Background: an optimization exercise with open tools, aiming at small area and a short achievable clock period. Do not read the settings as production practice.

the baseline:
==> flow/design.v (excerpt) <==
module scarf_2_edge_counters
  ( input  logic        clk,
    input  logic        rst_n_sync,
    input  logic  [7:0] data_in,
    input  logic        data_in_valid,
    input  logic        data_in_finished,
    input  logic  [6:0] slave_id,
    input  logic        rnw,
    output logic  [7:0] read_data_out,
    input  logic        gpio_0_in,
    input  logic        gpio_1_in
    );
Settings: LEC_CHECK=0, CAP_MARGIN=20, CORE_MARGIN=2, CORE_UTILIZATION=40, SETUP_SLACK_MARGIN=2.6, SLEW_MARGIN=20; clock period 6.0 ns.
standard.sh (not shown) runs the stock make flow with config.mk's settings and CLKGATE_MAP_FILE= SYNTH_SCRIPT=/design/flow/synth_recipe.tcl, a recipe that flattens the netlist after the stock synthesis.
==> flow/flow/run.sh <==
#!/bin/bash
# Standard layout, with slow wide OR cells (and for some versions other
# stacked cells) added to the don't-use list so that synthesis maps the
# read-data logic to faster gates. Each tool's output stays in orfs/logs.
set -euo pipefail
EXTRA=" sky130_fd_sc_hd__or4_1 sky130_fd_sc_hd__or4_2 sky130_fd_sc_hd__or4_4 sky130_fd_sc_hd__or4b_1 sky130_fd_sc_hd__or4b_2 sky130_fd_sc_hd__or4b_4 sky130_fd_sc_hd__or4bb_1 sky130_fd_sc_hd__or4bb_2 sky130_fd_sc_hd__or4bb_4 sky130_fd_sc_hd__or3_1 sky130_fd_sc_hd__or3_2 sky130_fd_sc_hd__or3_4 sky130_fd_sc_hd__or3b_1 sky130_fd_sc_hd__or3b_2 sky130_fd_sc_hd__or3b_4"
PLATFORM_DONT_USE="sky130_fd_sc_hd__probe_p_8 sky130_fd_sc_hd__probec_p_8 sky130_fd_sc_hd__lpflow_bleeder_1 sky130_fd_sc_hd__lpflow_clkbufkapwr_1 sky130_fd_sc_hd__lpflow_clkbufkapwr_16 sky130_fd_sc_hd__lpflow_clkbufkapwr_2 sky130_fd_sc_hd__lpflow_clkbufkapwr_4 sky130_fd_sc_hd__lpflow_clkbufkapwr_8 sky130_fd_sc_hd__lpflow_clkinvkapwr_1 sky130_fd_sc_hd__lpflow_clkinvkapwr_16 sky130_fd_sc_hd__lpflow_clkinvkapwr_2 sky130_fd_sc_hd__lpflow_clkinvkapwr_4 sky130_fd_sc_hd__lpflow_clkinvkapwr_8 sky130_fd_sc_hd__lpflow_decapkapwr_12 sky130_fd_sc_hd__lpflow_decapkapwr_3 sky130_fd_sc_hd__lpflow_decapkapwr_4 sky130_fd_sc_hd__lpflow_decapkapwr_6 sky130_fd_sc_hd__lpflow_decapkapwr_8 sky130_fd_sc_hd__lpflow_inputiso0n_1 sky130_fd_sc_hd__lpflow_inputiso0p_1 sky130_fd_sc_hd__lpflow_inputiso1n_1 sky130_fd_sc_hd__lpflow_inputiso1p_1 sky130_fd_sc_hd__lpflow_inputisolatch_1 sky130_fd_sc_hd__lpflow_isobufsrc_1 sky130_fd_sc_hd__lpflow_isobufsrc_16 sky130_fd_sc_hd__lpflow_isobufsrc_2 sky130_fd_sc_hd__lpflow_isobufsrc_4 sky130_fd_sc_hd__lpflow_isobufsrc_8 sky130_fd_sc_hd__lpflow_isobufsrckapwr_16 sky130_fd_sc_hd__lpflow_lsbuf_lh_hl_isowell_tap_1 sky130_fd_sc_hd__lpflow_lsbuf_lh_hl_isowell_tap_2 sky130_fd_sc_hd__lpflow_lsbuf_lh_hl_isowell_tap_4 sky130_fd_sc_hd__lpflow_lsbuf_lh_isowell_4 sky130_fd_sc_hd__lpflow_lsbuf_lh_isowell_tap_1 sky130_fd_sc_hd__lpflow_lsbuf_lh_isowell_tap_2 sky130_fd_sc_hd__lpflow_lsbuf_lh_isowell_tap_4 "
bash standard.sh DONT_USE_CELLS="$PLATFORM_DONT_USE $EXTRA" finish > standard.log 2>&1
The baseline completed every stage of the flow, and the final layout passed the timing, design-rule and antenna checks.
--- input diff the baseline..the candidate ---
Settings: swapping 2.6 for 2.9 in SETUP_SLACK_MARGIN.
Notes after the runs:
Cell count went up slightly going from the baseline to the candidate. Compared with the baseline, in the candidate global-route usage went up 0.31 points, setup slack went down 17 ps, post-cts resize count went up about 75%.
No functional check of the RTL was part of any run of this note.

[re-timing with driven ports]
The flow's constraints put no driver on any port. The routed layouts listed below were extracted and timed again, unchanged, in two steps.
Step 1 sets driving cells, clkbuf_16 on the clock port and buf_2 on the other inputs (assumed; they add their load-dependent delay and slew).
Step 2 also shifts input and output timing later by t, the mid clock arrival at the registers, as if the neighbouring blocks saw the same clock.
Three values: no drivers, after step 1, after step 2; two values: the first two.
run | t, ns | slack for setup (ns) | worst setup path at the end | slew at the worst register clock pin (ns) | worst data-port slew with drivers (ns)
the baseline | 0.595 | 2.346 / 2.316 / 1.880 | input to register | 0.06 / 0.06 | 0.04
the candidate | 0.603 | 2.330 / 2.299 / 1.990 | input to register | 0.06 / 0.06 | 0.04
After both steps setup and hold are still met in every run listed. The setup slack of the baseline, which loses most, moves by -0.030 ns with the drivers and by -0.466 ns with both steps.
